Background: an optimization exercise with open tools, aiming at small area, a short achievable clock period and few clock cycles per item. Do not read the settings as production practice. Function was checked by simulation only, so behaviour that the tests miss may differ from the original.

<file path="flow/config.mk">
export PLATFORM = sky130hd
export DESIGN_NAME = mult
export DESIGN_NICKNAME = mult
export VERILOG_FILES = /design/flow/design.v
export SDC_FILE = /design/flow/constraint.sdc
export NUM_CORES = 4
export LEC_CHECK = 0
export CAP_MARGIN = 20
export CORE_MARGIN = 2
export CORE_UTILIZATION = 40
export PLACE_DENSITY = 0.6
export SLEW_MARGIN = 20
</file>
<file path="flow/constraint.sdc">
create_clock -name core_clock -period 4.0 [get_ports {clk}]
set_input_delay 0.8000 -clock core_clock [delete_from_list [all_inputs] [get_ports {clk}]]
set_output_delay 0.8000 -clock core_clock [all_outputs]
set_load 0.01 [all_outputs]
</file>
<file path="flow/design.v">
module mult(
      input  reset,
      input  clk,
      input  [31:0] a_in,
      input  [31:0] b_in,
      input  start,
      output logic [63:0] product,
      output logic done);
  logic busy;                
  logic selb;                
  logic [2:0] cnt;
  logic [31:0] sw, cw;     
  logic [6:0] ls, lc;     
  logic [27:0] l;          
  wire [6:0] bsel = selb ? l[6:0] : b_in[6:0];
  wire [31:0] ws = sw & {32{busy}};
  wire [31:0] wc = cw & {32{busy}};
  wire [7:0] lres = ls + lc;
  wire cyi = busy & lres[7];   
  wire [31:0] pp0 = a_in & {32{bsel[0]}};
  wire [31:0] pp1 = a_in & {32{bsel[1]}};
  wire [31:0] pp2 = a_in & {32{bsel[2]}};
  wire [31:0] pp3 = a_in & {32{bsel[3]}};
  wire [31:0] pp4 = a_in & {32{bsel[4]}};
  wire [31:0] pp5 = a_in & {32{bsel[5]}};
  wire [31:0] pp6 = a_in & {32{bsel[6]}};
  wire s1 = wc[4] ^ ws[4];
  wire c2 = wc[4] & ws[4];
  wire s3 = wc[5] ^ ws[5] ^ pp0[5];
  wire c4 = (wc[5] & ws[5]) | (wc[5] & pp0[5]) | (ws[5] & pp0[5]);
  wire s5 = pp1[4] ^ pp2[3];
  wire c6 = pp1[4] & pp2[3];
  wire s7 = wc[6] ^ ws[6] ^ pp0[6];
  wire c8 = (wc[6] & ws[6]) | (wc[6] & pp0[6]) | (ws[6] & pp0[6]);
  wire s9 = pp1[5] ^ pp2[4] ^ pp3[3];
  wire c10 = (pp1[5] & pp2[4]) | (pp1[5] & pp3[3]) | (pp2[4] & pp3[3]);
  wire s11 = pp4[2] ^ pp5[1];
  wire c12 = pp4[2] & pp5[1];
  wire s13 = wc[7] ^ ws[7] ^ pp0[7];
  wire c14 = (wc[7] & ws[7]) | (wc[7] & pp0[7]) | (ws[7] & pp0[7]);
  wire s15 = pp1[6] ^ pp2[5] ^ pp3[4];
  wire c16 = (pp1[6] & pp2[5]) | (pp1[6] & pp3[4]) | (pp2[5] & pp3[4]);
  wire s17 = pp4[3] ^ pp5[2] ^ pp6[1];
  wire c18 = (pp4[3] & pp5[2]) | (pp4[3] & pp6[1]) | (pp5[2] & pp6[1]);
  wire s19 = wc[8] ^ ws[8] ^ pp0[8];
  wire c20 = (wc[8] & ws[8]) | (wc[8] & pp0[8]) | (ws[8] & pp0[8]);
  wire s21 = pp1[7] ^ pp2[6] ^ pp3[5];
  wire c22 = (pp1[7] & pp2[6]) | (pp1[7] & pp3[5]) | (pp2[6] & pp3[5]);
  wire s23 = pp4[4] ^ pp5[3] ^ pp6[2];
  wire c24 = (pp4[4] & pp5[3]) | (pp4[4] & pp6[2]) | (pp5[3] & pp6[2]);
  wire s25 = wc[9] ^ ws[9] ^ pp0[9];
  wire c26 = (wc[9] & ws[9]) | (wc[9] & pp0[9]) | (ws[9] & pp0[9]);
  wire s27 = pp1[8] ^ pp2[7] ^ pp3[6];
  wire c28 = (pp1[8] & pp2[7]) | (pp1[8] & pp3[6]) | (pp2[7] & pp3[6]);
  wire s29 = pp4[5] ^ pp5[4] ^ pp6[3];
  wire c30 = (pp4[5] & pp5[4]) | (pp4[5] & pp6[3]) | (pp5[4] & pp6[3]);
  wire s31 = wc[10] ^ ws[10] ^ pp0[10];
  wire c32 = (wc[10] & ws[10]) | (wc[10] & pp0[10]) | (ws[10] & pp0[10]);
  wire s33 = pp1[9] ^ pp2[8] ^ pp3[7];
  wire c34 = (pp1[9] & pp2[8]) | (pp1[9] & pp3[7]) | (pp2[8] & pp3[7]);
  wire s35 = pp4[6] ^ pp5[5] ^ pp6[4];
  wire c36 = (pp4[6] & pp5[5]) | (pp4[6] & pp6[4]) | (pp5[5] & pp6[4]);
  wire s37 = wc[11] ^ ws[11] ^ pp0[11];
  wire c38 = (wc[11] & ws[11]) | (wc[11] & pp0[11]) | (ws[11] & pp0[11]);
  wire s39 = pp1[10] ^ pp2[9] ^ pp3[8];
  wire c40 = (pp1[10] & pp2[9]) | (pp1[10] & pp3[8]) | (pp2[9] & pp3[8]);
  wire s41 = pp4[7] ^ pp5[6] ^ pp6[5];
  wire c42 = (pp4[7] & pp5[6]) | (pp4[7] & pp6[5]) | (pp5[6] & pp6[5]);
  wire s43 = wc[12] ^ ws[12] ^ pp0[12];
  wire c44 = (wc[12] & ws[12]) | (wc[12] & pp0[12]) | (ws[12] & pp0[12]);
  wire s45 = pp1[11] ^ pp2[10] ^ pp3[9];
  wire c46 = (pp1[11] & pp2[10]) | (pp1[11] & pp3[9]) | (pp2[10] & pp3[9]);
  wire s47 = pp4[8] ^ pp5[7] ^ pp6[6];
  wire c48 = (pp4[8] & pp5[7]) | (pp4[8] & pp6[6]) | (pp5[7] & pp6[6]);
  wire s49 = wc[13] ^ ws[13] ^ pp0[13];
  wire c50 = (wc[13] & ws[13]) | (wc[13] & pp0[13]) | (ws[13] & pp0[13]);
  wire s51 = pp1[12] ^ pp2[11] ^ pp3[10];
  wire c52 = (pp1[12] & pp2[11]) | (pp1[12] & pp3[10]) | (pp2[11] & pp3[10]);
  wire s53 = pp4[9] ^ pp5[8] ^ pp6[7];
  wire c54 = (pp4[9] & pp5[8]) | (pp4[9] & pp6[7]) | (pp5[8] & pp6[7]);
  wire s55 = wc[14] ^ ws[14] ^ pp0[14];
  wire c56 = (wc[14] & ws[14]) | (wc[14] & pp0[14]) | (ws[14] & pp0[14]);
  wire s57 = pp1[13] ^ pp2[12] ^ pp3[11];
  wire c58 = (pp1[13] & pp2[12]) | (pp1[13] & pp3[11]) | (pp2[12] & pp3[11]);
  wire s59 = pp4[10] ^ pp5[9] ^ pp6[8];
  wire c60 = (pp4[10] & pp5[9]) | (pp4[10] & pp6[8]) | (pp5[9] & pp6[8]);
  wire s61 = wc[15] ^ ws[15] ^ pp0[15];
  wire c62 = (wc[15] & ws[15]) | (wc[15] & pp0[15]) | (ws[15] & pp0[15]);
  wire s63 = pp1[14] ^ pp2[13] ^ pp3[12];
  wire c64 = (pp1[14] & pp2[13]) | (pp1[14] & pp3[12]) | (pp2[13] & pp3[12]);
  wire s65 = pp4[11] ^ pp5[10] ^ pp6[9];
  wire c66 = (pp4[11] & pp5[10]) | (pp4[11] & pp6[9]) | (pp5[10] & pp6[9]);
  wire s67 = wc[16] ^ ws[16] ^ pp0[16];
  wire c68 = (wc[16] & ws[16]) | (wc[16] & pp0[16]) | (ws[16] & pp0[16]);
  wire s69 = pp1[15] ^ pp2[14] ^ pp3[13];
  wire c70 = (pp1[15] & pp2[14]) | (pp1[15] & pp3[13]) | (pp2[14] & pp3[13]);
  wire s71 = pp4[12] ^ pp5[11] ^ pp6[10];
  wire c72 = (pp4[12] & pp5[11]) | (pp4[12] & pp6[10]) | (pp5[11] & pp6[10]);
  wire s73 = wc[17] ^ ws[17] ^ pp0[17];
  wire c74 = (wc[17] & ws[17]) | (wc[17] & pp0[17]) | (ws[17] & pp0[17]);
  wire s75 = pp1[16] ^ pp2[15] ^ pp3[14];
  wire c76 = (pp1[16] & pp2[15]) | (pp1[16] & pp3[14]) | (pp2[15] & pp3[14]);
  wire s77 = pp4[13] ^ pp5[12] ^ pp6[11];
  wire c78 = (pp4[13] & pp5[12]) | (pp4[13] & pp6[11]) | (pp5[12] & pp6[11]);
  wire s79 = wc[18] ^ ws[18] ^ pp0[18];
  wire c80 = (wc[18] & ws[18]) | (wc[18] & pp0[18]) | (ws[18] & pp0[18]);
  wire s81 = pp1[17] ^ pp2[16] ^ pp3[15];
  wire c82 = (pp1[17] & pp2[16]) | (pp1[17] & pp3[15]) | (pp2[16] & pp3[15]);
  wire s83 = pp4[14] ^ pp5[13] ^ pp6[12];
  wire c84 = (pp4[14] & pp5[13]) | (pp4[14] & pp6[12]) | (pp5[13] & pp6[12]);
  wire s85 = wc[19] ^ ws[19] ^ pp0[19];
  wire c86 = (wc[19] & ws[19]) | (wc[19] & pp0[19]) | (ws[19] & pp0[19]);
  wire s87 = pp1[18] ^ pp2[17] ^ pp3[16];
  wire c88 = (pp1[18] & pp2[17]) | (pp1[18] & pp3[16]) | (pp2[17] & pp3[16]);
  wire s89 = pp4[15] ^ pp5[14] ^ pp6[13];
  wire c90 = (pp4[15] & pp5[14]) | (pp4[15] & pp6[13]) | (pp5[14] & pp6[13]);
  wire s91 = wc[20] ^ ws[20] ^ pp0[20];
  wire c92 = (wc[20] & ws[20]) | (wc[20] & pp0[20]) | (ws[20] & pp0[20]);
  wire s93 = pp1[19] ^ pp2[18] ^ pp3[17];
  wire c94 = (pp1[19] & pp2[18]) | (pp1[19] & pp3[17]) | (pp2[18] & pp3[17]);
  wire s95 = pp4[16] ^ pp5[15] ^ pp6[14];
  wire c96 = (pp4[16] & pp5[15]) | (pp4[16] & pp6[14]) | (pp5[15] & pp6[14]);
  wire s97 = wc[21] ^ ws[21] ^ pp0[21];
  wire c98 = (wc[21] & ws[21]) | (wc[21] & pp0[21]) | (ws[21] & pp0[21]);
  wire s99 = pp1[20] ^ pp2[19] ^ pp3[18];
  wire c100 = (pp1[20] & pp2[19]) | (pp1[20] & pp3[18]) | (pp2[19] & pp3[18]);
  wire s101 = pp4[17] ^ pp5[16] ^ pp6[15];
  wire c102 = (pp4[17] & pp5[16]) | (pp4[17] & pp6[15]) | (pp5[16] & pp6[15]);
  wire s103 = wc[22] ^ ws[22] ^ pp0[22];
  wire c104 = (wc[22] & ws[22]) | (wc[22] & pp0[22]) | (ws[22] & pp0[22]);
  wire s105 = pp1[21] ^ pp2[20] ^ pp3[19];
  wire c106 = (pp1[21] & pp2[20]) | (pp1[21] & pp3[19]) | (pp2[20] & pp3[19]);
  wire s107 = pp4[18] ^ pp5[17] ^ pp6[16];
  wire c108 = (pp4[18] & pp5[17]) | (pp4[18] & pp6[16]) | (pp5[17] & pp6[16]);
  wire s109 = wc[23] ^ ws[23] ^ pp0[23];
  wire c110 = (wc[23] & ws[23]) | (wc[23] & pp0[23]) | (ws[23] & pp0[23]);
  wire s111 = pp1[22] ^ pp2[21] ^ pp3[20];
  wire c112 = (pp1[22] & pp2[21]) | (pp1[22] & pp3[20]) | (pp2[21] & pp3[20]);
  wire s113 = pp4[19] ^ pp5[18] ^ pp6[17];
  wire c114 = (pp4[19] & pp5[18]) | (pp4[19] & pp6[17]) | (pp5[18] & pp6[17]);
  wire s115 = wc[24] ^ ws[24] ^ pp0[24];
  wire c116 = (wc[24] & ws[24]) | (wc[24] & pp0[24]) | (ws[24] & pp0[24]);
  wire s117 = pp1[23] ^ pp2[22] ^ pp3[21];
  wire c118 = (pp1[23] & pp2[22]) | (pp1[23] & pp3[21]) | (pp2[22] & pp3[21]);
  wire s119 = pp4[20] ^ pp5[19] ^ pp6[18];
  wire c120 = (pp4[20] & pp5[19]) | (pp4[20] & pp6[18]) | (pp5[19] & pp6[18]);
  wire s121 = wc[25] ^ ws[25] ^ pp0[25];
  wire c122 = (wc[25] & ws[25]) | (wc[25] & pp0[25]) | (ws[25] & pp0[25]);
  wire s123 = pp1[24] ^ pp2[23] ^ pp3[22];
  wire c124 = (pp1[24] & pp2[23]) | (pp1[24] & pp3[22]) | (pp2[23] & pp3[22]);
  wire s125 = pp4[21] ^ pp5[20] ^ pp6[19];
  wire c126 = (pp4[21] & pp5[20]) | (pp4[21] & pp6[19]) | (pp5[20] & pp6[19]);
  wire s127 = wc[26] ^ ws[26] ^ pp0[26];
  wire c128 = (wc[26] & ws[26]) | (wc[26] & pp0[26]) | (ws[26] & pp0[26]);
  wire s129 = pp1[25] ^ pp2[24] ^ pp3[23];
  wire c130 = (pp1[25] & pp2[24]) | (pp1[25] & pp3[23]) | (pp2[24] & pp3[23]);
  wire s131 = pp4[22] ^ pp5[21] ^ pp6[20];
  wire c132 = (pp4[22] & pp5[21]) | (pp4[22] & pp6[20]) | (pp5[21] & pp6[20]);
  wire s133 = wc[27] ^ ws[27] ^ pp0[27];
  wire c134 = (wc[27] & ws[27]) | (wc[27] & pp0[27]) | (ws[27] & pp0[27]);
  wire s135 = pp1[26] ^ pp2[25] ^ pp3[24];
  wire c136 = (pp1[26] & pp2[25]) | (pp1[26] & pp3[24]) | (pp2[25] & pp3[24]);
  wire s137 = pp4[23] ^ pp5[22] ^ pp6[21];
  wire c138 = (pp4[23] & pp5[22]) | (pp4[23] & pp6[21]) | (pp5[22] & pp6[21]);
  wire s139 = wc[28] ^ ws[28] ^ pp0[28];
  wire c140 = (wc[28] & ws[28]) | (wc[28] & pp0[28]) | (ws[28] & pp0[28]);
  wire s141 = pp1[27] ^ pp2[26] ^ pp3[25];
  wire c142 = (pp1[27] & pp2[26]) | (pp1[27] & pp3[25]) | (pp2[26] & pp3[25]);
  wire s143 = pp4[24] ^ pp5[23] ^ pp6[22];
  wire c144 = (pp4[24] & pp5[23]) | (pp4[24] & pp6[22]) | (pp5[23] & pp6[22]);
  wire s145 = wc[29] ^ ws[29] ^ pp0[29];
  wire c146 = (wc[29] & ws[29]) | (wc[29] & pp0[29]) | (ws[29] & pp0[29]);
  wire s147 = pp1[28] ^ pp2[27] ^ pp3[26];
  wire c148 = (pp1[28] & pp2[27]) | (pp1[28] & pp3[26]) | (pp2[27] & pp3[26]);
  wire s149 = pp4[25] ^ pp5[24] ^ pp6[23];
  wire c150 = (pp4[25] & pp5[24]) | (pp4[25] & pp6[23]) | (pp5[24] & pp6[23]);
  wire s151 = wc[30] ^ ws[30] ^ pp0[30];
  wire c152 = (wc[30] & ws[30]) | (wc[30] & pp0[30]) | (ws[30] & pp0[30]);
  wire s153 = pp1[29] ^ pp2[28] ^ pp3[27];
  wire c154 = (pp1[29] & pp2[28]) | (pp1[29] & pp3[27]) | (pp2[28] & pp3[27]);
  wire s155 = pp4[26] ^ pp5[25] ^ pp6[24];
  wire c156 = (pp4[26] & pp5[25]) | (pp4[26] & pp6[24]) | (pp5[25] & pp6[24]);
  wire s157 = wc[31] ^ ws[31] ^ pp0[31];
  wire c158 = (wc[31] & ws[31]) | (wc[31] & pp0[31]) | (ws[31] & pp0[31]);
  wire s159 = pp1[30] ^ pp2[29] ^ pp3[28];
  wire c160 = (pp1[30] & pp2[29]) | (pp1[30] & pp3[28]) | (pp2[29] & pp3[28]);
  wire s161 = pp4[27] ^ pp5[26] ^ pp6[25];
  wire c162 = (pp4[27] & pp5[26]) | (pp4[27] & pp6[25]) | (pp5[26] & pp6[25]);
  wire s163 = pp1[31] ^ pp2[30] ^ pp3[29];
  wire c164 = (pp1[31] & pp2[30]) | (pp1[31] & pp3[29]) | (pp2[30] & pp3[29]);
  wire s165 = pp4[28] ^ pp5[27];
  wire c166 = pp4[28] & pp5[27];
  wire s167 = pp2[31] ^ pp3[30];
  wire c168 = pp2[31] & pp3[30];
  wire s169 = wc[2] ^ ws[2];
  wire c170 = wc[2] & ws[2];
  wire s171 = wc[3] ^ ws[3] ^ pp0[3];
  wire c172 = (wc[3] & ws[3]) | (wc[3] & pp0[3]) | (ws[3] & pp0[3]);
  wire s173 = pp1[2] ^ pp2[1];
  wire c174 = pp1[2] & pp2[1];
  wire s175 = s1 ^ pp0[4] ^ pp1[3];
  wire c176 = (s1 & pp0[4]) | (s1 & pp1[3]) | (pp0[4] & pp1[3]);
  wire s177 = pp2[2] ^ pp3[1] ^ pp4[0];
  wire c178 = (pp2[2] & pp3[1]) | (pp2[2] & pp4[0]) | (pp3[1] & pp4[0]);
  wire s179 = c2 ^ pp3[2] ^ pp4[1];
  wire c180 = (c2 & pp3[2]) | (c2 & pp4[1]) | (pp3[2] & pp4[1]);
  wire s181 = pp5[0] ^ s5 ^ s3;
  wire c182 = (pp5[0] & s5) | (pp5[0] & s3) | (s5 & s3);
  wire s183 = pp6[0] ^ c6 ^ s11;
  wire c184 = (pp6[0] & c6) | (pp6[0] & s11) | (c6 & s11);
  wire s185 = c4 ^ s7 ^ s9;
  wire c186 = (c4 & s7) | (c4 & s9) | (s7 & s9);
  wire s187 = c12 ^ c10 ^ c8;
  wire c188 = (c12 & c10) | (c12 & c8) | (c10 & c8);
  wire s189 = s13 ^ s15 ^ s17;
  wire c190 = (s13 & s15) | (s13 & s17) | (s15 & s17);
  wire s191 = c14 ^ c16 ^ c18;
  wire c192 = (c14 & c16) | (c14 & c18) | (c16 & c18);
  wire s193 = s19 ^ s21 ^ s23;
  wire c194 = (s19 & s21) | (s19 & s23) | (s21 & s23);
  wire s195 = c20 ^ c22 ^ c24;
  wire c196 = (c20 & c22) | (c20 & c24) | (c22 & c24);
  wire s197 = s25 ^ s27 ^ s29;
  wire c198 = (s25 & s27) | (s25 & s29) | (s27 & s29);
  wire s199 = c26 ^ c28 ^ c30;
  wire c200 = (c26 & c28) | (c26 & c30) | (c28 & c30);
  wire s201 = s31 ^ s33 ^ s35;
  wire c202 = (s31 & s33) | (s31 & s35) | (s33 & s35);
  wire s203 = c32 ^ c34 ^ c36;
  wire c204 = (c32 & c34) | (c32 & c36) | (c34 & c36);
  wire s205 = s37 ^ s39 ^ s41;
  wire c206 = (s37 & s39) | (s37 & s41) | (s39 & s41);
  wire s207 = c38 ^ c40 ^ c42;
  wire c208 = (c38 & c40) | (c38 & c42) | (c40 & c42);
  wire s209 = s43 ^ s45 ^ s47;
  wire c210 = (s43 & s45) | (s43 & s47) | (s45 & s47);
  wire s211 = c44 ^ c46 ^ c48;
  wire c212 = (c44 & c46) | (c44 & c48) | (c46 & c48);
  wire s213 = s49 ^ s51 ^ s53;
  wire c214 = (s49 & s51) | (s49 & s53) | (s51 & s53);
  wire s215 = c50 ^ c52 ^ c54;
  wire c216 = (c50 & c52) | (c50 & c54) | (c52 & c54);
  wire s217 = s55 ^ s57 ^ s59;
  wire c218 = (s55 & s57) | (s55 & s59) | (s57 & s59);
  wire s219 = c56 ^ c58 ^ c60;
  wire c220 = (c56 & c58) | (c56 & c60) | (c58 & c60);
  wire s221 = s61 ^ s63 ^ s65;
  wire c222 = (s61 & s63) | (s61 & s65) | (s63 & s65);
  wire s223 = c62 ^ c64 ^ c66;
  wire c224 = (c62 & c64) | (c62 & c66) | (c64 & c66);
  wire s225 = s67 ^ s69 ^ s71;
  wire c226 = (s67 & s69) | (s67 & s71) | (s69 & s71);
  wire s227 = c68 ^ c70 ^ c72;
  wire c228 = (c68 & c70) | (c68 & c72) | (c70 & c72);
  wire s229 = s73 ^ s75 ^ s77;
  wire c230 = (s73 & s75) | (s73 & s77) | (s75 & s77);
  wire s231 = c74 ^ c76 ^ c78;
  wire c232 = (c74 & c76) | (c74 & c78) | (c76 & c78);
  wire s233 = s79 ^ s81 ^ s83;
  wire c234 = (s79 & s81) | (s79 & s83) | (s81 & s83);
  wire s235 = c80 ^ c82 ^ c84;
  wire c236 = (c80 & c82) | (c80 & c84) | (c82 & c84);
  wire s237 = s85 ^ s87 ^ s89;
  wire c238 = (s85 & s87) | (s85 & s89) | (s87 & s89);
  wire s239 = c86 ^ c88 ^ c90;
  wire c240 = (c86 & c88) | (c86 & c90) | (c88 & c90);
  wire s241 = s91 ^ s93 ^ s95;
  wire c242 = (s91 & s93) | (s91 & s95) | (s93 & s95);
  wire s243 = c92 ^ c94 ^ c96;
  wire c244 = (c92 & c94) | (c92 & c96) | (c94 & c96);
  wire s245 = s101 ^ s97 ^ s99;
  wire c246 = (s101 & s97) | (s101 & s99) | (s97 & s99);
  wire s247 = c100 ^ c102 ^ c98;
  wire c248 = (c100 & c102) | (c100 & c98) | (c102 & c98);
  wire s249 = s103 ^ s105 ^ s107;
  wire c250 = (s103 & s105) | (s103 & s107) | (s105 & s107);
  wire s251 = c104 ^ c106 ^ c108;
  wire c252 = (c104 & c106) | (c104 & c108) | (c106 & c108);
  wire s253 = s109 ^ s111 ^ s113;
  wire c254 = (s109 & s111) | (s109 & s113) | (s111 & s113);
  wire s255 = c110 ^ c112 ^ c114;
  wire c256 = (c110 & c112) | (c110 & c114) | (c112 & c114);
  wire s257 = s115 ^ s117 ^ s119;
  wire c258 = (s115 & s117) | (s115 & s119) | (s117 & s119);
  wire s259 = c116 ^ c118 ^ c120;
  wire c260 = (c116 & c118) | (c116 & c120) | (c118 & c120);
  wire s261 = s121 ^ s123 ^ s125;
  wire c262 = (s121 & s123) | (s121 & s125) | (s123 & s125);
  wire s263 = c122 ^ c124 ^ c126;
  wire c264 = (c122 & c124) | (c122 & c126) | (c124 & c126);
  wire s265 = s127 ^ s129 ^ s131;
  wire c266 = (s127 & s129) | (s127 & s131) | (s129 & s131);
  wire s267 = c128 ^ c130 ^ c132;
  wire c268 = (c128 & c130) | (c128 & c132) | (c130 & c132);
  wire s269 = s133 ^ s135 ^ s137;
  wire c270 = (s133 & s135) | (s133 & s137) | (s135 & s137);
  wire s271 = c134 ^ c136 ^ c138;
  wire c272 = (c134 & c136) | (c134 & c138) | (c136 & c138);
  wire s273 = s139 ^ s141 ^ s143;
  wire c274 = (s139 & s141) | (s139 & s143) | (s141 & s143);
  wire s275 = c140 ^ c142 ^ c144;
  wire c276 = (c140 & c142) | (c140 & c144) | (c142 & c144);
  wire s277 = s145 ^ s147 ^ s149;
  wire c278 = (s145 & s147) | (s145 & s149) | (s147 & s149);
  wire s279 = c146 ^ c148 ^ c150;
  wire c280 = (c146 & c148) | (c146 & c150) | (c148 & c150);
  wire s281 = s151 ^ s153 ^ s155;
  wire c282 = (s151 & s153) | (s151 & s155) | (s153 & s155);
  wire s283 = c152 ^ c154 ^ c156;
  wire c284 = (c152 & c154) | (c152 & c156) | (c154 & c156);
  wire s285 = s157 ^ s159 ^ s161;
  wire c286 = (s157 & s159) | (s157 & s161) | (s159 & s161);
  wire s287 = pp6[26] ^ s165 ^ c158;
  wire c288 = (pp6[26] & s165) | (pp6[26] & c158) | (s165 & c158);
  wire s289 = c160 ^ c162 ^ s163;
  wire c290 = (c160 & c162) | (c160 & s163) | (c162 & s163);
  wire s291 = pp4[29] ^ pp5[28] ^ pp6[27];
  wire c292 = (pp4[29] & pp5[28]) | (pp4[29] & pp6[27]) | (pp5[28] & pp6[27]);
  wire s293 = c166 ^ s167 ^ c164;
  wire c294 = (c166 & s167) | (c166 & c164) | (s167 & c164);
  wire s295 = pp3[31] ^ pp4[30] ^ pp5[29];
  wire c296 = (pp3[31] & pp4[30]) | (pp3[31] & pp5[29]) | (pp4[30] & pp5[29]);
  wire s297 = pp6[28] ^ c168;
  wire c298 = pp6[28] & c168;
  wire s299 = pp4[31] ^ pp5[30];
  wire c300 = pp4[31] & pp5[30];
  wire s301 = wc[0] ^ ws[0];
  wire c302 = wc[0] & ws[0];
  wire s303 = wc[1] ^ ws[1] ^ pp0[1];
  wire c304 = (wc[1] & ws[1]) | (wc[1] & pp0[1]) | (ws[1] & pp0[1]);
  wire s305 = s169 ^ pp0[2] ^ pp1[1];
  wire c306 = (s169 & pp0[2]) | (s169 & pp1[1]) | (pp0[2] & pp1[1]);
  wire s307 = c170 ^ pp3[0] ^ s173;
  wire c308 = (c170 & pp3[0]) | (c170 & s173) | (pp3[0] & s173);
  wire s309 = c174 ^ c172 ^ s175;
  wire c310 = (c174 & c172) | (c174 & s175) | (c172 & s175);
  wire s311 = c176 ^ c178 ^ s179;
  wire c312 = (c176 & c178) | (c176 & s179) | (c178 & s179);
  wire s313 = c180 ^ s183 ^ c182;
  wire c314 = (c180 & s183) | (c180 & c182) | (s183 & c182);
  wire s315 = c184 ^ c186 ^ s187;
  wire c316 = (c184 & c186) | (c184 & s187) | (c186 & s187);
  wire s317 = c188 ^ c190 ^ s191;
  wire c318 = (c188 & c190) | (c188 & s191) | (c190 & s191);
  wire s319 = c192 ^ c194 ^ s195;
  wire c320 = (c192 & c194) | (c192 & s195) | (c194 & s195);
  wire s321 = c196 ^ c198 ^ s199;
  wire c322 = (c196 & c198) | (c196 & s199) | (c198 & s199);
  wire s323 = c200 ^ c202 ^ s203;
  wire c324 = (c200 & c202) | (c200 & s203) | (c202 & s203);
  wire s325 = c204 ^ c206 ^ s207;
  wire c326 = (c204 & c206) | (c204 & s207) | (c206 & s207);
  wire s327 = c208 ^ c210 ^ s211;
  wire c328 = (c208 & c210) | (c208 & s211) | (c210 & s211);
  wire s329 = c212 ^ c214 ^ s215;
  wire c330 = (c212 & c214) | (c212 & s215) | (c214 & s215);
  wire s331 = c216 ^ c218 ^ s219;
  wire c332 = (c216 & c218) | (c216 & s219) | (c218 & s219);
  wire s333 = c220 ^ c222 ^ s223;
  wire c334 = (c220 & c222) | (c220 & s223) | (c222 & s223);
  wire s335 = c224 ^ c226 ^ s227;
  wire c336 = (c224 & c226) | (c224 & s227) | (c226 & s227);
  wire s337 = c228 ^ c230 ^ s231;
  wire c338 = (c228 & c230) | (c228 & s231) | (c230 & s231);
  wire s339 = c232 ^ c234 ^ s235;
  wire c340 = (c232 & c234) | (c232 & s235) | (c234 & s235);
  wire s341 = c236 ^ c238 ^ s239;
  wire c342 = (c236 & c238) | (c236 & s239) | (c238 & s239);
  wire s343 = c240 ^ c242 ^ s243;
  wire c344 = (c240 & c242) | (c240 & s243) | (c242 & s243);
  wire s345 = c244 ^ c246 ^ s247;
  wire c346 = (c244 & c246) | (c244 & s247) | (c246 & s247);
  wire s347 = c248 ^ c250 ^ s251;
  wire c348 = (c248 & c250) | (c248 & s251) | (c250 & s251);
  wire s349 = c252 ^ c254 ^ s255;
  wire c350 = (c252 & c254) | (c252 & s255) | (c254 & s255);
  wire s351 = c256 ^ c258 ^ s259;
  wire c352 = (c256 & c258) | (c256 & s259) | (c258 & s259);
  wire s353 = c260 ^ c262 ^ s263;
  wire c354 = (c260 & c262) | (c260 & s263) | (c262 & s263);
  wire s355 = c264 ^ c266 ^ s267;
  wire c356 = (c264 & c266) | (c264 & s267) | (c266 & s267);
  wire s357 = c268 ^ c270 ^ s271;
  wire c358 = (c268 & c270) | (c268 & s271) | (c270 & s271);
  wire s359 = c272 ^ c274 ^ s275;
  wire c360 = (c272 & c274) | (c272 & s275) | (c274 & s275);
  wire s361 = c276 ^ c278 ^ s279;
  wire c362 = (c276 & c278) | (c276 & s279) | (c278 & s279);
  wire s363 = c280 ^ c282 ^ s283;
  wire c364 = (c280 & c282) | (c280 & s283) | (c282 & s283);
  wire s365 = c284 ^ c286 ^ s287;
  wire c366 = (c284 & c286) | (c284 & s287) | (c286 & s287);
  wire s367 = s291 ^ c288 ^ c290;
  wire c368 = (s291 & c288) | (s291 & c290) | (c288 & c290);
  wire s369 = c292 ^ s295 ^ s297;
  wire c370 = (c292 & s295) | (c292 & s297) | (s295 & s297);
  wire s371 = pp6[29] ^ s299 ^ c296;
  wire c372 = (pp6[29] & s299) | (pp6[29] & c296) | (s299 & c296);
  wire s373 = pp5[31] ^ pp6[30];
  wire c374 = pp5[31] & pp6[30];
  wire s375 = s301 ^ cyi;
  wire c376 = s301 & cyi;
  wire s377 = c302 ^ pp1[0] ^ s303;
  wire c378 = (c302 & pp1[0]) | (c302 & s303) | (pp1[0] & s303);
  wire s379 = pp2[0] ^ c304 ^ s305;
  wire c380 = (pp2[0] & c304) | (pp2[0] & s305) | (c304 & s305);
  wire s381 = c306 ^ s171 ^ s307;
  wire c382 = (c306 & s171) | (c306 & s307) | (s171 & s307);
  wire s383 = s177 ^ c308 ^ s309;
  wire c384 = (s177 & c308) | (s177 & s309) | (c308 & s309);
  wire s385 = c310 ^ s181 ^ s311;
  wire c386 = (c310 & s181) | (c310 & s311) | (s181 & s311);
  wire s387 = c312 ^ s185 ^ s313;
  wire c388 = (c312 & s185) | (c312 & s313) | (s185 & s313);
  wire s389 = s189 ^ c314 ^ s315;
  wire c390 = (s189 & c314) | (s189 & s315) | (c314 & s315);
  wire s391 = s193 ^ c316 ^ s317;
  wire c392 = (s193 & c316) | (s193 & s317) | (c316 & s317);
  wire s393 = s197 ^ c318 ^ s319;
  wire c394 = (s197 & c318) | (s197 & s319) | (c318 & s319);
  wire s395 = s201 ^ c320 ^ s321;
  wire c396 = (s201 & c320) | (s201 & s321) | (c320 & s321);
  wire s397 = s205 ^ c322 ^ s323;
  wire c398 = (s205 & c322) | (s205 & s323) | (c322 & s323);
  wire s399 = s209 ^ c324 ^ s325;
  wire c400 = (s209 & c324) | (s209 & s325) | (c324 & s325);
  wire s401 = s213 ^ c326 ^ s327;
  wire c402 = (s213 & c326) | (s213 & s327) | (c326 & s327);
  wire s403 = s217 ^ c328 ^ s329;
  wire c404 = (s217 & c328) | (s217 & s329) | (c328 & s329);
  wire s405 = s221 ^ c330 ^ s331;
  wire c406 = (s221 & c330) | (s221 & s331) | (c330 & s331);
  wire s407 = s225 ^ c332 ^ s333;
  wire c408 = (s225 & c332) | (s225 & s333) | (c332 & s333);
  wire s409 = s229 ^ c334 ^ s335;
  wire c410 = (s229 & c334) | (s229 & s335) | (c334 & s335);
  wire s411 = s233 ^ c336 ^ s337;
  wire c412 = (s233 & c336) | (s233 & s337) | (c336 & s337);
  wire s413 = s237 ^ c338 ^ s339;
  wire c414 = (s237 & c338) | (s237 & s339) | (c338 & s339);
  wire s415 = s241 ^ c340 ^ s341;
  wire c416 = (s241 & c340) | (s241 & s341) | (c340 & s341);
  wire s417 = s245 ^ c342 ^ s343;
  wire c418 = (s245 & c342) | (s245 & s343) | (c342 & s343);
  wire s419 = s249 ^ c344 ^ s345;
  wire c420 = (s249 & c344) | (s249 & s345) | (c344 & s345);
  wire s421 = s253 ^ c346 ^ s347;
  wire c422 = (s253 & c346) | (s253 & s347) | (c346 & s347);
  wire s423 = s257 ^ c348 ^ s349;
  wire c424 = (s257 & c348) | (s257 & s349) | (c348 & s349);
  wire s425 = s261 ^ c350 ^ s351;
  wire c426 = (s261 & c350) | (s261 & s351) | (c350 & s351);
  wire s427 = s265 ^ c352 ^ s353;
  wire c428 = (s265 & c352) | (s265 & s353) | (c352 & s353);
  wire s429 = s269 ^ c354 ^ s355;
  wire c430 = (s269 & c354) | (s269 & s355) | (c354 & s355);
  wire s431 = s273 ^ c356 ^ s357;
  wire c432 = (s273 & c356) | (s273 & s357) | (c356 & s357);
  wire s433 = s277 ^ c358 ^ s359;
  wire c434 = (s277 & c358) | (s277 & s359) | (c358 & s359);
  wire s435 = s281 ^ c360 ^ s361;
  wire c436 = (s281 & c360) | (s281 & s361) | (c360 & s361);
  wire s437 = s285 ^ c362 ^ s363;
  wire c438 = (s285 & c362) | (s285 & s363) | (c362 & s363);
  wire s439 = s289 ^ c364 ^ s365;
  wire c440 = (s289 & c364) | (s289 & s365) | (c364 & s365);
  wire s441 = s293 ^ c366 ^ s367;
  wire c442 = (s293 & c366) | (s293 & s367) | (c366 & s367);
  wire s443 = c294 ^ s369 ^ c368;
  wire c444 = (c294 & s369) | (c294 & c368) | (s369 & c368);
  wire s445 = c298 ^ s371 ^ c370;
  wire c446 = (c298 & s371) | (c298 & c370) | (s371 & c370);
  wire s447 = c300 ^ s373 ^ c372;
  wire c448 = (c300 & s373) | (c300 & c372) | (s373 & c372);
  wire s449 = pp6[31] ^ c374;
  wire c450 = pp6[31] & c374;
  wire [38:0] r0 = {c450, s449, s447, s445, c442, c440, c438, c436, c434, c432, c430, c428, c426, c424, c422, c420, c418, c416, c414, c412, c410, c408, c406, c404, c402, c400, c398, c396, c394, c392, c390, c388, c386, c384, c382, c380, c378, c376, pp0[0]};
  wire [38:0] r1 = {1'b0, c448, c446, c444, s443, s441, s439, s437, s435, s433, s431, s429, s427, s425, s423, s421, s419, s417, s415, s413, s411, s409, s407, s405, s403, s401, s399, s397, s395, s393, s391, s389, s387, s385, s383, s381, s379, s377, s375};
  always_ff @(posedge clk, posedge reset) begin
    if (reset) begin
      busy <= 1'b0;
      done <= 1'b0;
      cnt <= '0;
    end else if (start || busy) begin
      if (cnt == 3'd4) begin
        busy <= 1'b0;
        done <= 1'b1;
        cnt <= '0;
      end else begin
        busy <= 1'b1;
        done <= 1'b0;
        cnt <= cnt + 1'b1;
      end
    end
  end
  always_ff @(posedge clk, posedge reset) begin
    if (reset) selb <= 1'b0;
    else selb <= (start || busy) && cnt != 3'd4;
  end
  always_ff @(posedge clk) begin
    if (start || busy) begin
      sw <= r0[38:7];
      cw <= r1[38:7];
      ls <= r0[6:0];
      lc <= r1[6:0];
      l <= busy ? {lres[6:0], l[27:7]} : {3'd0, b_in[31:7]};
    end
  end
  assign product[27:0] = l;
  wire [35:0] ox = {sw[28:0], ls};
  wire [35:0] oy = {cw[28:0], lc};
  wire [35:0] og0 = ox & oy;
  wire [35:0] op0 = ox ^ oy;
  wire og1_1 = og0[1] | (op0[1] & og0[0]);
  wire og1_3 = og0[3] | (op0[3] & og0[2]);
  wire op1_3 = op0[3] & op0[2];
  wire og1_5 = og0[5] | (op0[5] & og0[4]);
  wire op1_5 = op0[5] & op0[4];
  wire og1_7 = og0[7] | (op0[7] & og0[6]);
  wire op1_7 = op0[7] & op0[6];
  wire og1_9 = og0[9] | (op0[9] & og0[8]);
  wire op1_9 = op0[9] & op0[8];
  wire og1_11 = og0[11] | (op0[11] & og0[10]);
  wire op1_11 = op0[11] & op0[10];
  wire og1_13 = og0[13] | (op0[13] & og0[12]);
  wire op1_13 = op0[13] & op0[12];
  wire og1_15 = og0[15] | (op0[15] & og0[14]);
  wire op1_15 = op0[15] & op0[14];
  wire og1_17 = og0[17] | (op0[17] & og0[16]);
  wire op1_17 = op0[17] & op0[16];
  wire og1_19 = og0[19] | (op0[19] & og0[18]);
  wire op1_19 = op0[19] & op0[18];
  wire og1_21 = og0[21] | (op0[21] & og0[20]);
  wire op1_21 = op0[21] & op0[20];
  wire og1_23 = og0[23] | (op0[23] & og0[22]);
  wire op1_23 = op0[23] & op0[22];
  wire og1_25 = og0[25] | (op0[25] & og0[24]);
  wire op1_25 = op0[25] & op0[24];
  wire og1_27 = og0[27] | (op0[27] & og0[26]);
  wire op1_27 = op0[27] & op0[26];
  wire og1_29 = og0[29] | (op0[29] & og0[28]);
  wire op1_29 = op0[29] & op0[28];
  wire og1_31 = og0[31] | (op0[31] & og0[30]);
  wire op1_31 = op0[31] & op0[30];
  wire og1_33 = og0[33] | (op0[33] & og0[32]);
  wire op1_33 = op0[33] & op0[32];
  wire og1_35 = og0[35] | (op0[35] & og0[34]);
  wire op1_35 = op0[35] & op0[34];
  wire og2_2 = og0[2] | (op0[2] & og1_1);
  wire og2_3 = og1_3 | (op1_3 & og1_1);
  wire og2_6 = og0[6] | (op0[6] & og1_5);
  wire op2_6 = op0[6] & op1_5;
  wire og2_7 = og1_7 | (op1_7 & og1_5);
  wire op2_7 = op1_7 & op1_5;
  wire og2_10 = og0[10] | (op0[10] & og1_9);
  wire op2_10 = op0[10] & op1_9;
  wire og2_11 = og1_11 | (op1_11 & og1_9);
  wire op2_11 = op1_11 & op1_9;
  wire og2_14 = og0[14] | (op0[14] & og1_13);
  wire op2_14 = op0[14] & op1_13;
  wire og2_15 = og1_15 | (op1_15 & og1_13);
  wire op2_15 = op1_15 & op1_13;
  wire og2_18 = og0[18] | (op0[18] & og1_17);
  wire op2_18 = op0[18] & op1_17;
  wire og2_19 = og1_19 | (op1_19 & og1_17);
  wire op2_19 = op1_19 & op1_17;
  wire og2_22 = og0[22] | (op0[22] & og1_21);
  wire op2_22 = op0[22] & op1_21;
  wire og2_23 = og1_23 | (op1_23 & og1_21);
  wire op2_23 = op1_23 & op1_21;
  wire og2_26 = og0[26] | (op0[26] & og1_25);
  wire op2_26 = op0[26] & op1_25;
  wire og2_27 = og1_27 | (op1_27 & og1_25);
  wire op2_27 = op1_27 & op1_25;
  wire og2_30 = og0[30] | (op0[30] & og1_29);
  wire op2_30 = op0[30] & op1_29;
  wire og2_31 = og1_31 | (op1_31 & og1_29);
  wire op2_31 = op1_31 & op1_29;
  wire og2_34 = og0[34] | (op0[34] & og1_33);
  wire op2_34 = op0[34] & op1_33;
  wire og2_35 = og1_35 | (op1_35 & og1_33);
  wire op2_35 = op1_35 & op1_33;
  wire og3_4 = og0[4] | (op0[4] & og2_3);
  wire og3_5 = og1_5 | (op1_5 & og2_3);
  wire og3_6 = og2_6 | (op2_6 & og2_3);
  wire og3_7 = og2_7 | (op2_7 & og2_3);
  wire og3_12 = og0[12] | (op0[12] & og2_11);
  wire op3_12 = op0[12] & op2_11;
  wire og3_13 = og1_13 | (op1_13 & og2_11);
  wire op3_13 = op1_13 & op2_11;
  wire og3_14 = og2_14 | (op2_14 & og2_11);
  wire op3_14 = op2_14 & op2_11;
  wire og3_15 = og2_15 | (op2_15 & og2_11);
  wire op3_15 = op2_15 & op2_11;
  wire og3_20 = og0[20] | (op0[20] & og2_19);
  wire op3_20 = op0[20] & op2_19;
  wire og3_21 = og1_21 | (op1_21 & og2_19);
  wire op3_21 = op1_21 & op2_19;
  wire og3_22 = og2_22 | (op2_22 & og2_19);
  wire op3_22 = op2_22 & op2_19;
  wire og3_23 = og2_23 | (op2_23 & og2_19);
  wire op3_23 = op2_23 & op2_19;
  wire og3_28 = og0[28] | (op0[28] & og2_27);
  wire op3_28 = op0[28] & op2_27;
  wire og3_29 = og1_29 | (op1_29 & og2_27);
  wire op3_29 = op1_29 & op2_27;
  wire og3_30 = og2_30 | (op2_30 & og2_27);
  wire op3_30 = op2_30 & op2_27;
  wire og3_31 = og2_31 | (op2_31 & og2_27);
  wire op3_31 = op2_31 & op2_27;
  wire og4_8 = og0[8] | (op0[8] & og3_7);
  wire og4_9 = og1_9 | (op1_9 & og3_7);
  wire og4_10 = og2_10 | (op2_10 & og3_7);
  wire og4_11 = og2_11 | (op2_11 & og3_7);
  wire og4_12 = og3_12 | (op3_12 & og3_7);
  wire og4_13 = og3_13 | (op3_13 & og3_7);
  wire og4_14 = og3_14 | (op3_14 & og3_7);
  wire og4_15 = og3_15 | (op3_15 & og3_7);
  wire og4_24 = og0[24] | (op0[24] & og3_23);
  wire op4_24 = op0[24] & op3_23;
  wire og4_25 = og1_25 | (op1_25 & og3_23);
  wire op4_25 = op1_25 & op3_23;
  wire og4_26 = og2_26 | (op2_26 & og3_23);
  wire op4_26 = op2_26 & op3_23;
  wire og4_27 = og2_27 | (op2_27 & og3_23);
  wire op4_27 = op2_27 & op3_23;
  wire og4_28 = og3_28 | (op3_28 & og3_23);
  wire op4_28 = op3_28 & op3_23;
  wire og4_29 = og3_29 | (op3_29 & og3_23);
  wire op4_29 = op3_29 & op3_23;
  wire og4_30 = og3_30 | (op3_30 & og3_23);
  wire op4_30 = op3_30 & op3_23;
  wire og4_31 = og3_31 | (op3_31 & og3_23);
  wire op4_31 = op3_31 & op3_23;
  wire og5_16 = og0[16] | (op0[16] & og4_15);
  wire og5_17 = og1_17 | (op1_17 & og4_15);
  wire og5_18 = og2_18 | (op2_18 & og4_15);
  wire og5_19 = og2_19 | (op2_19 & og4_15);
  wire og5_20 = og3_20 | (op3_20 & og4_15);
  wire og5_21 = og3_21 | (op3_21 & og4_15);
  wire og5_22 = og3_22 | (op3_22 & og4_15);
  wire og5_23 = og3_23 | (op3_23 & og4_15);
  wire og5_24 = og4_24 | (op4_24 & og4_15);
  wire og5_25 = og4_25 | (op4_25 & og4_15);
  wire og5_26 = og4_26 | (op4_26 & og4_15);
  wire og5_27 = og4_27 | (op4_27 & og4_15);
  wire og5_28 = og4_28 | (op4_28 & og4_15);
  wire og5_29 = og4_29 | (op4_29 & og4_15);
  wire og5_30 = og4_30 | (op4_30 & og4_15);
  wire og5_31 = og4_31 | (op4_31 & og4_15);
  wire og6_32 = og0[32] | (op0[32] & og5_31);
  wire og6_33 = og1_33 | (op1_33 & og5_31);
  wire og6_34 = og2_34 | (op2_34 & og5_31);
  wire og6_35 = og2_35 | (op2_35 & og5_31);
  assign product[28] = op0[0];
  assign product[29] = op0[1] ^ og0[0];
  assign product[30] = op0[2] ^ og1_1;
  assign product[31] = op0[3] ^ og2_2;
  assign product[32] = op0[4] ^ og2_3;
  assign product[33] = op0[5] ^ og3_4;
  assign product[34] = op0[6] ^ og3_5;
  assign product[35] = op0[7] ^ og3_6;
  assign product[36] = op0[8] ^ og3_7;
  assign product[37] = op0[9] ^ og4_8;
  assign product[38] = op0[10] ^ og4_9;
  assign product[39] = op0[11] ^ og4_10;
  assign product[40] = op0[12] ^ og4_11;
  assign product[41] = op0[13] ^ og4_12;
  assign product[42] = op0[14] ^ og4_13;
  assign product[43] = op0[15] ^ og4_14;
  assign product[44] = op0[16] ^ og4_15;
  assign product[45] = op0[17] ^ og5_16;
  assign product[46] = op0[18] ^ og5_17;
  assign product[47] = op0[19] ^ og5_18;
  assign product[48] = op0[20] ^ og5_19;
  assign product[49] = op0[21] ^ og5_20;
  assign product[50] = op0[22] ^ og5_21;
  assign product[51] = op0[23] ^ og5_22;
  assign product[52] = op0[24] ^ og5_23;
  assign product[53] = op0[25] ^ og5_24;
  assign product[54] = op0[26] ^ og5_25;
  assign product[55] = op0[27] ^ og5_26;
  assign product[56] = op0[28] ^ og5_27;
  assign product[57] = op0[29] ^ og5_28;
  assign product[58] = op0[30] ^ og5_29;
  assign product[59] = op0[31] ^ og5_30;
  assign product[60] = op0[32] ^ og5_31;
  assign product[61] = op0[33] ^ og6_32;
  assign product[62] = op0[34] ^ og6_33;
  assign product[63] = op0[35] ^ og6_34;
endmodule
</file>
<file path="flow/flow/run.sh">
#!/bin/bash
export SYNTH_ARGS="-noabc"
export BUFFER_PORTS_ARGS="-buffer_cell sky130_fd_sc_hd__buf_1"
bash standard.sh > standard.log 2>&1
</file>
<file path="flow/standard.sh">
#!/bin/bash
# synth_recipe.tcl (not shown) runs the flow's synth.tcl, then flattens the netlist and writes it again
# the make line also repeats each setting of config.mk as NAME=value (left out here)
make -C /OpenROAD-flow-scripts/flow DESIGN_CONFIG=/design/flow/config.mk WORK_HOME=/design/flow/orfs CLKGATE_MAP_FILE= SYNTH_SCRIPT=/design/flow/synth_recipe.tcl "${@:-finish}"
</file>
==> results of run 1 <==
-- area by class of cell --
type                       instances  area [um^2]
fill                            2663        15400
multi-input combinational        764         8500
sequential                       111         3300
timing repair buffer             154          807
tap                              384          480
clock buffer                      10          229
clock inverter                     6         57.6
inverter                          13         51.3
-- worst max-delay path: cells and delay by family (launching register included) --
| kind | cells | cell delay (ns) |
|---|---|---|
| simple gates | 2 | 0.26 |
| flops | 1 | 0.38 |
| compound gates | 4 | 0.60 |
| fa+ha+maj | 3 | 1.13 |
| buf+inv | 3 | 0.42 |
-- Yosys cell counts, drive strengths merged, types with 13 or more instances --
master / instances
a21oi: 26
nand2: 15
o21ai: 16
ha: 51
inv: 13
edfxtp: 105
nor2b: 227
xor2: 16
mux2: 26
and2: 67
fa: 217
clkbuf: 31
-- worst max path at each step --
stage / from / to / slack, ns / cells past startpoint
5_1_grt: lc[0]$_DFFE_PP_ / product[60] / -0.06 / 12
6_report: lc[0]$_DFFE_PP_ / product[60] / 0.06 / 12
2_1_floorplan: b_in[1] / cw[10]$_DFFE_PP_ / 0.45 / 7
4_1_cts: lc[0]$_DFFE_PP_ / product[60] / -0.05 / 12
3_3_place_gp: ls[0]$_DFFE_PP_ / product[49] / 0.34 / 12
3_5_place_dp: ls[0]$_DFFE_PP_ / product[61] / 0.27 / 13
-- metrics by stage --
step / area (um^2) / hold slack, ns / worst slack [ns] / TNS [ns] / util, %
global route: 13400 / 0.323 / -0.0551 / -0.210 / 46.5
floorplan: 11800 / 0.453 / 0.449 / 0 / -
global placement: 13000 / 0.480 / 0.343 / 0 / 45.0
detailed placement: 13000 / 0.478 / 0.271 / 0 / 45.0
finish: 13400 / 0.304 / 0.0560 / 0 / 46.5
CTS: 13400 / 0.305 / -0.0523 / -0.195 / 46.4
-- routing by layer --
layer / track usage [%] / vias up / part of all wire, %
met5: 0 / - / 0
met4: 5.23 / 0 / 1.9
met3: 2.40 / 30 / 3.1
met2: 32.6 / 139 / 50
met1: 27.0 / 3931 / 45
li1: - / 3341 / -
-- sequential cells by signal, indices dropped and copies added (netlist names) --
name / flops
lc: 7
cw: 31
done: 1
ls: 7
sw: 32
l: 28
busy: 1
cnt: 3
selb: 1
-- placed cells by master (no fill, tap or decap), drive strengths merged, types with 15 or more instances in the layout --
cell type / instances
a21oi: 26
and2: 67
buf: 154
edfxtp: 105
fa: 217
ha: 51
inv: 18
mux2: 26
nand2: 15
nor2b: 227
o21ai: 16
xor2: 16
-- cells by family (layout without fill, tap and decap cells) --
| family | after synthesis | after routing | synth area share [%] |
|---|---|---|---|
| AND/OR/NAND/NOR | 358 | 358 | 18.4 |
| adder cells (fa/ha/maj) | 268 | 268 | 42.2 |
| flip-flops | 111 | 111 | 28.0 |
| AO/OA/AOI/OAI | 77 | 77 | 4.63 |
| buffers and inverters | 49 | 183 | 1.68 |
| multiplexers | 33 | 33 | 3.07 |
| XOR/XNOR | 28 | 28 | 2.08 |
-- repair_timing --
action / CTS / global route
buffers inserted: 4 / 1
pin swaps: 12 / 5
resized for setup: 20 / 9
endpoints found under the setup margin: 5 / 18
==> results.toml, run 1 <==
[sta]
slew_headroom_pct = 37.0
skew_ns = 0.0129
slew_violations = 0
post-route-period-util_pct = 98.6
final-setup-viol-count = 0
fmax_mhz = 254
period_minus_slack_ns = 3.94
tightest_slew_ns = 0.945
finalHoldViolCount = 0
rsz0062_at_grt = "true"

[routing]
num_vias = 7441
drt_iter0_drc = 393
viasPerCell = 5.16
drc_errors = 0
postRouteAntennaNets = 0
wirelength_um = 28900
dr.pass1.iters = 4
wl_per_cell_um = 20.0

[worst_setup_path]
cp_slowest_stage_delay_ns = 0.54
crit_path_end_kind = "output port"
r2r_slack_ns = 0.47
path_common_cell = "fa_2"
critical_path_required_ns = 3.20
cp_max_fo = 3
worstPathArrival_ns = 3.14
crit_chain = "ha_2 -> fa_2 -> a211oi_4 -> nor3_4 -> o21ai_2 -> buf_12 -> a21oi_2 -> nor3_2 -> buf_4 -> o21bai_4 -> fa_2 -> buf_6"
timing.rr.end = "cw[25]$_DFFE_PP_"
cp_slowest_cell = "fa_2"
start_kind = "flip-flop"
reg2reg_from = "selb$_DFF_PP0_"
worstSetupPathType = "flip-flop to output port"
r2r_cells = 8

[yosys]
ys_ff_latch = 111
yosysTopAreaCellShare_pct = 36.8
syn-instance-count = 924
synth_fp_nets = 1259
synth-main-ff-cell = "edfxtp_1"
synth_edf_count = 105
synth_area_mm2 = 0.0118
synth_area_leaders = "fa_1, edfxtp_1, nor2b_1"
synth_cell_types = 56
syn_area_per_cell_um2 = 12.8
synth.yosys.seq_area_share_pct = 28.0
synth_area_leader_cell = "fa_1"
ys_warn_count = 1
async_flop_share_pct = 5.41

[clock_network]
cts-root-buf = "clkbuf_16"
cts_sinks = 111
cts-buffers-inserted = 9
clk_latency_ns = 0.37
cts_hold_buffers = 0
cts_tree = "yes"
cts_buffer_depth = 2
cts_max_level = 3
path_clk_slew_ns = 0.08

[grt]
antenna_found_initial = 0
grt_max_degree = 61
grt_pass1_wl_um = 45400
grt_pass1_vias = 8129
grt_use_total_pct = 19.5
grt_remaining_overflow = 0

[placed_design]
dp.cells = 1421
place_hpwl_um = 22400
globalplace.congestion = 0.817
port_buffers = 131

[min_path]
hold_class = "input port to async pin"

[layout]
drive_gt1_share_pct = 10.2
area_growth_pct = 13.7
final_nets = 1388
final_cells = 1442
antennaDiodeCount = 0

[floorplan]
die_w_um = 176
core_area_mm2 = 0.0289
io_pins = 132
start_util_pct = 40.9
fp.dieArea_mm2 = 0.0309
die_h_um = 176
rows = 62

[run_status]
status = "no timing/DRC/antenna violations"

[run]
drv_cap = 0
Testbench counts, summed over its fixed seeds: cycles 6,000, items 1,200.
==> inputs of run 2 (changes only) <==
==> flow/flow/run.sh (replaced) <==
#!/bin/bash
# The standard layout (standard.sh) with these changes to its synthesis:
#  - Yosys's early "abc -fast" is skipped (SYNTH_ARGS=-noabc), so extract_fa
#    sees the carry-save tree as the RTL writes it;
#  - port buffers use the smallest buffer (the resizer upsizes where needed).
# Registers, their names and the flatten/rename steps are those of synth_recipe.tcl.
set -euo pipefail
HERE=$(pwd)
export SYNTH_ARGS="-noabc"
export BUFFER_PORTS_ARGS="-buffer_cell sky130_fd_sc_hd__buf_1"
sed 's|^\( *\)extract_fa {\*}\[dont_use_extract_fa_args\]$|\1extract_fa {*}[dont_use_extract_fa_args] * w:og* w:op* %u o:product %u %ci1 %d|' \
  "$FLOW_HOME/scripts/synth.tcl" > synth_x.tcl
grep -q 'o:product %u %ci1 %d' synth_x.tcl
sed "s|source \$::env(SCRIPTS_DIR)/synth.tcl|source $HERE/synth_x.tcl|" synth_recipe.tcl > synth_recipe_x.tcl
grep -q "source $HERE/synth_x.tcl" synth_recipe_x.tcl
sed "s|SYNTH_SCRIPT=[^ ]*|SYNTH_SCRIPT=$HERE/synth_recipe_x.tcl|" standard.sh > standard_x.sh
bash standard_x.sh synth > synth.log 2>&1
bash standard.sh > standard.log 2>&1
==> results.toml, run 2 <==
[run_status]
status = "complete, but fails checks"
so_faults = "negative setup slack"

[yosys]
async_flop_share_pct = 5.41
syn_area_per_cell_um2 = 12.7
yosysMostFrequentCell = "nor2b_1"
synth_area_leaders = "fa_1, edfxtp_1, nor2b_1"
synth_edf_count = 105
synth_cell_types = 47
synth_fp_nets = 1204
syn-instance-count = 910
synth_area_leader_cell = "fa_1"
synth_area_mm2 = 0.0116
synth.yosys.seq_area_share_pct = 28.5
ys_warn_count = 1
ys_ff_latch = 111
yosysTopAreaCellShare_pct = 36.5
synth-main-ff-cell = "edfxtp_1"
synth_common_cells = "nor2b_1, fa_1, edfxtp_1"

[worst_setup_path]
critical_path_required_ns = 3.20
crit_buf_inv = 1
cp_slowest_cell = "or4_4"
cp_slowest_stage_delay_ns = 0.56
start_kind = "flip-flop"
cp_max_fo = 2
crit_family = "compound AO/OA/AOI/OAI gates"
crit_chain = "xnor2_2 -> or4_4 -> a2111oi_4 -> o311ai_4 -> a21oi_4 -> o31ai_4 -> a222oi_1 -> a211oi_2 -> o21ai_1 -> xnor2_1 -> buf_2"
crit_path_end_kind = "output port"
worstSetupPathType = "flip-flop to output port"
worstPathArrival_ns = 3.22

[layout]
max_flop_register = "sw"
final_nets = 1352
final_cells = 1447
area_growth_pct = 15.6
drive_gt1_share_pct = 12.7
final_cell_area_mm2 = 0.0134
reg_top3 = "sw x32, cw x31, l x28"
layout_common_cells = "nor2b_1, fa_1, buf_1, edfxtp_1, and2_1"
antennaDiodeCount = 0
final_common_cell = "nor2b_1"
largest_reg_flops = 32

[grt]
grt_pass1_wl_um = 45300
grt_remaining_overflow = 0
antenna_found_initial = 1
grt_pass1_vias = 8253
grt_max_degree = 55
grt_use_total_pct = 19.5

[clock_network]
path_clk_slew_ns = 0.08
cts-root-buf = "clkbuf_16"
clk_latency_ns = 0.37
cts-buffers-inserted = 9
cts_hold_buffers = 0
cts_buffer_depth = 2
cts_sinks = 111
cts_tree = "yes"
cts_max_level = 3

[sta]
final-setup-viol-count = 2
setup_ws_ns = -0.0191
rsz0062_at_grt = "true"
slew_headroom_pct = 44.5
fmax_mhz = 249
tightest_slew_ns = 0.833
skew_ns = 0.0138
period_minus_slack_ns = 4.02
post-route-period-util_pct = 100
fin_tns_setup_ns = -0.0248
finalHoldViolCount = 0
slew_violations = 0

[floorplan]
core_area_mm2 = 0.0286
rows = 62
fp.dieArea_mm2 = 0.0303
start_util_pct = 40.4
io_pins = 132
die_w_um = 174
die_h_um = 174

[placed_design]
place_hpwl_um = 21000
preCtsSetupSlack_ns = 0.0105
dp.cells = 1417
port_buffers = 131
globalplace.congestion = 0.785
placedInstanceArea_mm2 = 0.0128

[run]
drv_cap = 0

[routing]
num_vias = 7288
wirelength_um = 28200
drc_errors = 0
drt_iter0_drc = 361
wl_per_cell_um = 19.5
postRouteAntennaNets = 0
dr.pass1.iters = 5
viasPerCell = 5.04

[min_path]
hold_class = "input port to async pin"
## run 2: cell count changes in the layout (fill, tap and decap cells not counted), moves of 5 or more
cell      before  now
xnor2_1       12   49
a21oi_1       21   10
o21ai_0       12    5
nor3_1         8    1
nand2b_1       5    0
a31oi_1        0    5
maj3_1         0   14
maj3_2         0    7
nor2_1        12   17
buf_4         12   33
ha_1          48   16
## run 2: repair_timing
item	CTS	global route
pin swaps	20	10
setup buffers	12	3
endpoints found under the setup margin	11	12
gates resized for setup	33	14
## run 2: kinds of logic (layout without fill, tap and decap cells)
logic type	Yosys count	count (layout)	share of synthesized area, %
mux	33	33	3.14
flops	111	111	28.5
buf+inv	51	204	1.78
simple gates	338	338	17.6
fa+ha+maj	248	248	40.1
compound gates	58	58	3.49
xor+xnor	71	71	5.37
## run 2: worst paths after layout
kind                               startpoint  slack [ns]  cells after the start          endpoint
setup reg to reg               selb$_DFF_PP0_        0.53                      8   cw[7]$_DFFE_PP_
hold reg to reg            cnt[2]$_DFFE_PP0P_        0.50                      1    selb$_DFF_PP0_
max in group asynchronous               reset        3.48                      2  busy$_DFFE_PP0P_
hold / removal                          reset        0.31                      2    selb$_DFF_PP0_
min in group core_clock    cnt[2]$_DFFE_PP0P_        0.50                      1    selb$_DFF_PP0_
setup / recovery              sw[0]$_DFFE_PP_       -0.02                     11       product[63]
## run 2: area by class of cell
cell class	instances	area, um^2
clock buffer	9	225
clock inverter	7	76.3
fill	2660	15200
inverter	15	58.8
multi-input combinational	748	8300
sequential	111	3300
tap	384	480
timing repair buffer	173	932
## run 2: worst reg2reg max path, cell delays in order, from the launching register on
cell and delay [ns]:
dfrtp_1 0.32, buf_4 0.26, mux2i_4 0.30, buf_12 0.23, nor2b_1 0.12, fa_1 0.49, fa_1 0.46, fa_1 0.56
fa_1 0.45
## run 2: per-stage QoR
stage	util [%]	hold WS, ns
floorplan	-	0.453
global placement	44.7	0.476
detailed placement	44.7	0.475
CTS	46.5	0.305
global route	46.7	0.320
finish	46.7	0.312
## run 2: routing by layer
layer  part of all wire, %  vias to the layer above  track usage (%)
li1                      -                     3282                -
met1                    41                     3764             24.5
met2                    52                      207             34.7
met3                   5.1                       33             3.43
met4                   1.9                        2             5.15
met5                 0.046                        -                0
==> inputs of run 3 (changes only) <==
--- a/flow/flow/run.sh
+++ b/flow/flow/run.sh
@@ -13,2 +13,4 @@
 grep -q 'o:product %u %ci1 %d' synth_x.tcl
+sed -i 's|^\( *\)log_cmd abc {\*}\$abc_args$|\1log_cmd abc {*}$lib_args {*}$lib_dont_use_args -D 900 o:product %ci*:-sky130_fd_sc_hd__edfxtp_1\n\1log_cmd abc {*}$abc_args|' synth_x.tcl
+grep -q -- '-D 900 o:product' synth_x.tcl
 sed "s|source \$::env(SCRIPTS_DIR)/synth.tcl|source $HERE/synth_x.tcl|" synth_recipe.tcl > synth_recipe_x.tcl
==> results.toml, run 3 <==
[yosys]
ys_warn_count = 1
synth_edf_count = 105
synth_area_leaders = "fa_1, edfxtp_1, and2b_1"
synth_cell_types = 46
synth_area_mm2 = 0.0116
synth_fp_nets = 1210
yosysMostFrequentCell = "fa_1"
syn-instance-count = 916
synth-main-ff-cell = "edfxtp_1"
syn_area_per_cell_um2 = 12.7
async_flop_share_pct = 5.41
synth.yosys.seq_area_share_pct = 28.4
synth_common_cells = "fa_1, and2b_1, edfxtp_1"
ys_ff_latch = 111
synth_area_leader_cell = "fa_1"
yosysTopAreaCellShare_pct = 36.3

[sta]
setup_ws_ns = -2.10
period_minus_slack_ns = 6.10
finalHoldViolCount = 0
rsz0062_at_grt = "true"
post-route-period-util_pct = 152
tightest_slew_ns = 0.853
slew_violations = 0
slew_headroom_pct = 43.1
final-setup-viol-count = 22
fmax_mhz = 164
skew_ns = 0.0138

[clock_network]
path_clk_slew_ns = 0.08
cts_max_level = 3
cts_buffer_depth = 2
cts_tree = "yes"
cts_hold_buffers = 0
cts_sinks = 111
clk_latency_ns = 0.37
cts-buffers-inserted = 9
cts-root-buf = "clkbuf_16"

[worst_setup_path]
cp_max_fo = 2
reg2reg_from = "selb$_DFF_PP0_"
r2r_slack_ns = 0.46
r2r_cells = 8
start_kind = "flip-flop"
worstSetupPathType = "flip-flop to output port"
critical_path_required_ns = 3.20
worstPathArrival_ns = 5.30
crit_path_end_kind = "output port"
timing.rr.end = "cw[22]$_DFFE_PP_"

[layout]
area_growth_pct = 19.3
layout_common_cells = "fa_1, and2b_1, buf_1, edfxtp_1, buf_4"
n_fill_cell = 2607
fin_util_pct = 48.5
final_nets = 1407
final_common_cell = "fa_1"
largest_reg_flops = 32
final_cell_area_mm2 = 0.0139
max_flop_register = "sw"
drive_gt1_share_pct = 17.8
reg_top3 = "sw x32, cw x31, l x28"

[floorplan]
die_w_um = 174
start_util_pct = 40.6
rows = 62
fp.dieArea_mm2 = 0.0304
io_pins = 132
core_area_mm2 = 0.0286
die_h_um = 174

[run]
drv_cap = 0

[routing]
wirelength_um = 27700
viasPerCell = 4.88
num_vias = 7347
wl_per_cell_um = 18.4
drc_errors = 0
postRouteAntennaNets = 0
drt_iter0_drc = 348
dr.pass1.iters = 4

[grt]
grt_remaining_overflow = 0
grt_max_degree = 58
grt_use_total_pct = 19.4
grt_pass1_wl_um = 45100
grt_pass1_vias = 8115
antenna_found_initial = 0

[min_path]
hold_class = "input port to async pin"

[placed_design]
preCtsSetupSlack_ns = -1.99
place_hpwl_um = 21600
placedInstanceArea_mm2 = 0.0133
port_buffers = 131
globalplace.congestion = 0.804

[run_status]
status = "complete, but fails checks"
so_faults = "negative setup slack"
## run 3: area by class of cell
type | instances | area, um^2 | area share (%)
clock inverter | 7 | 76.3 | 0.550
timing repair buffer | 222 | 1320 | 9.51
inverter | 11 | 43.8 | 0.316
clock buffer | 9 | 225 | 1.62
tap | 384 | 480 | 3.46
multi-input combinational | 758 | 8420 | 60.7
antenna | 2 | 5.00 | 0.0361
sequential | 111 | 3300 | 23.8
## run 3: worst max path at each step
stage | from | to | slack [ns] | depth (start not counted)
2_1_floorplan | ls[1]$_DFFE_PP_ | product[63] | -1.54 | 22
3_3_place_gp | ls[1]$_DFFE_PP_ | product[63] | -1.90 | 23
3_5_place_dp | ls[1]$_DFFE_PP_ | product[63] | -1.99 | 23
4_1_cts | ls[1]$_DFFE_PP_ | product[63] | -2.24 | 23
5_1_grt | lc[3]$_DFFE_PP_ | product[63] | -2.40 | 23
6_report | ls[2]$_DFFE_PP_ | product[63] | -2.10 | 23
## run 3: cells by family after synthesis
family	after synthesis	share of synthesized area, %
AND/OR/NAND/NOR	377	20.7
adder cells (fa/ha/maj)	230	38.3
flip-flops	111	28.4
AO/OA/AOI/OAI	64	3.71
XOR/XNOR	55	4.14
buffers and inverters	47	1.71
multiplexers	32	3.02
## run 3: metrics by stage
| step | TNS, ns | std cells | hold WS, ns |
|---|---|---|---|
| after global placement | -17.85 | 1478 | 0.471 |
| after global routing | -30.74 | 1502 | 0.347 |
| after detailed placement | -19.02 | 1478 | 0.489 |
| after floorplan | -12.91 | 916 | 0.478 |
| after CTS | -26.65 | 1499 | 0.339 |
| final | -25.32 | 1504 | 0.332 |
## run 3: worst max-delay path, stage by stage, from the launching register on
cell      delay (ns)
edfxtp_1        0.40
and2_4          0.18
maj3_2          0.31
a21oi_2         0.15
o21bai_1        0.13
a21o_1          0.19
maj3_2          0.33
a221oi_4        0.33
o311ai_4        0.12
a311oi_2        0.29
o311ai_2        0.14
a41oi_2         0.25
o41ai_4         0.10
a31o_1          0.28
a221oi_2        0.32
o211ai_1        0.18
nand3_2         0.12
a211oi_2        0.07
o221a_1         0.26
o221a_4         0.25
o21ai_2         0.13
a31oi_1         0.10
xnor2_1         0.13
buf_2           0.14
## run 3: repair_timing
item / 4_1_cts / 5_1_grt
setup endpoints to repair: 23 / 23
pin swaps: 29 / 19
setup buffers: 7 / 6
gates cloned: 0 / 0
resized for setup: 42 / 16
## run 3: layer usage
metal	routed length [um]	up-vias	track usage, %
li1	-	3384	-
met1	12600	3844	26.9
met2	13800	95	32.5
met3	774	24	2.36
met4	469	0	4.62
met5	0	-	0

==> afterwards: timing with drivers on the ports <==
No port has a modelled driver above. Below, the same layouts with a new extraction and two added sets of constraints.
Step 1 assumes that a clkbuf_16 drives the clock port and a buf_2 every other input.
Step 2 also shifts input and output timing later by t, the mid clock arrival at the registers, as if the neighbouring blocks saw the same clock.
Slacks: ideal ports / drivers / drivers and shift; pairs: ideal ports / drivers.
run	t (ns)	setup WS [ns]	hold slack, ns	worst slew at a driven data input, ns	cell pins on the clock port's net
run 1	0.412	0.056 / 0.006 / 0.374	0.304 / 0.276 / 0.505	0.07	1
run 2	0.409	-0.019 / -0.071 / 0.324	0.312 / 0.280 / 0.497	0.07	1
run 3	0.409	-2.095 / -2.139 / -1.730	0.332 / 0.307 / 0.500	0.07	1
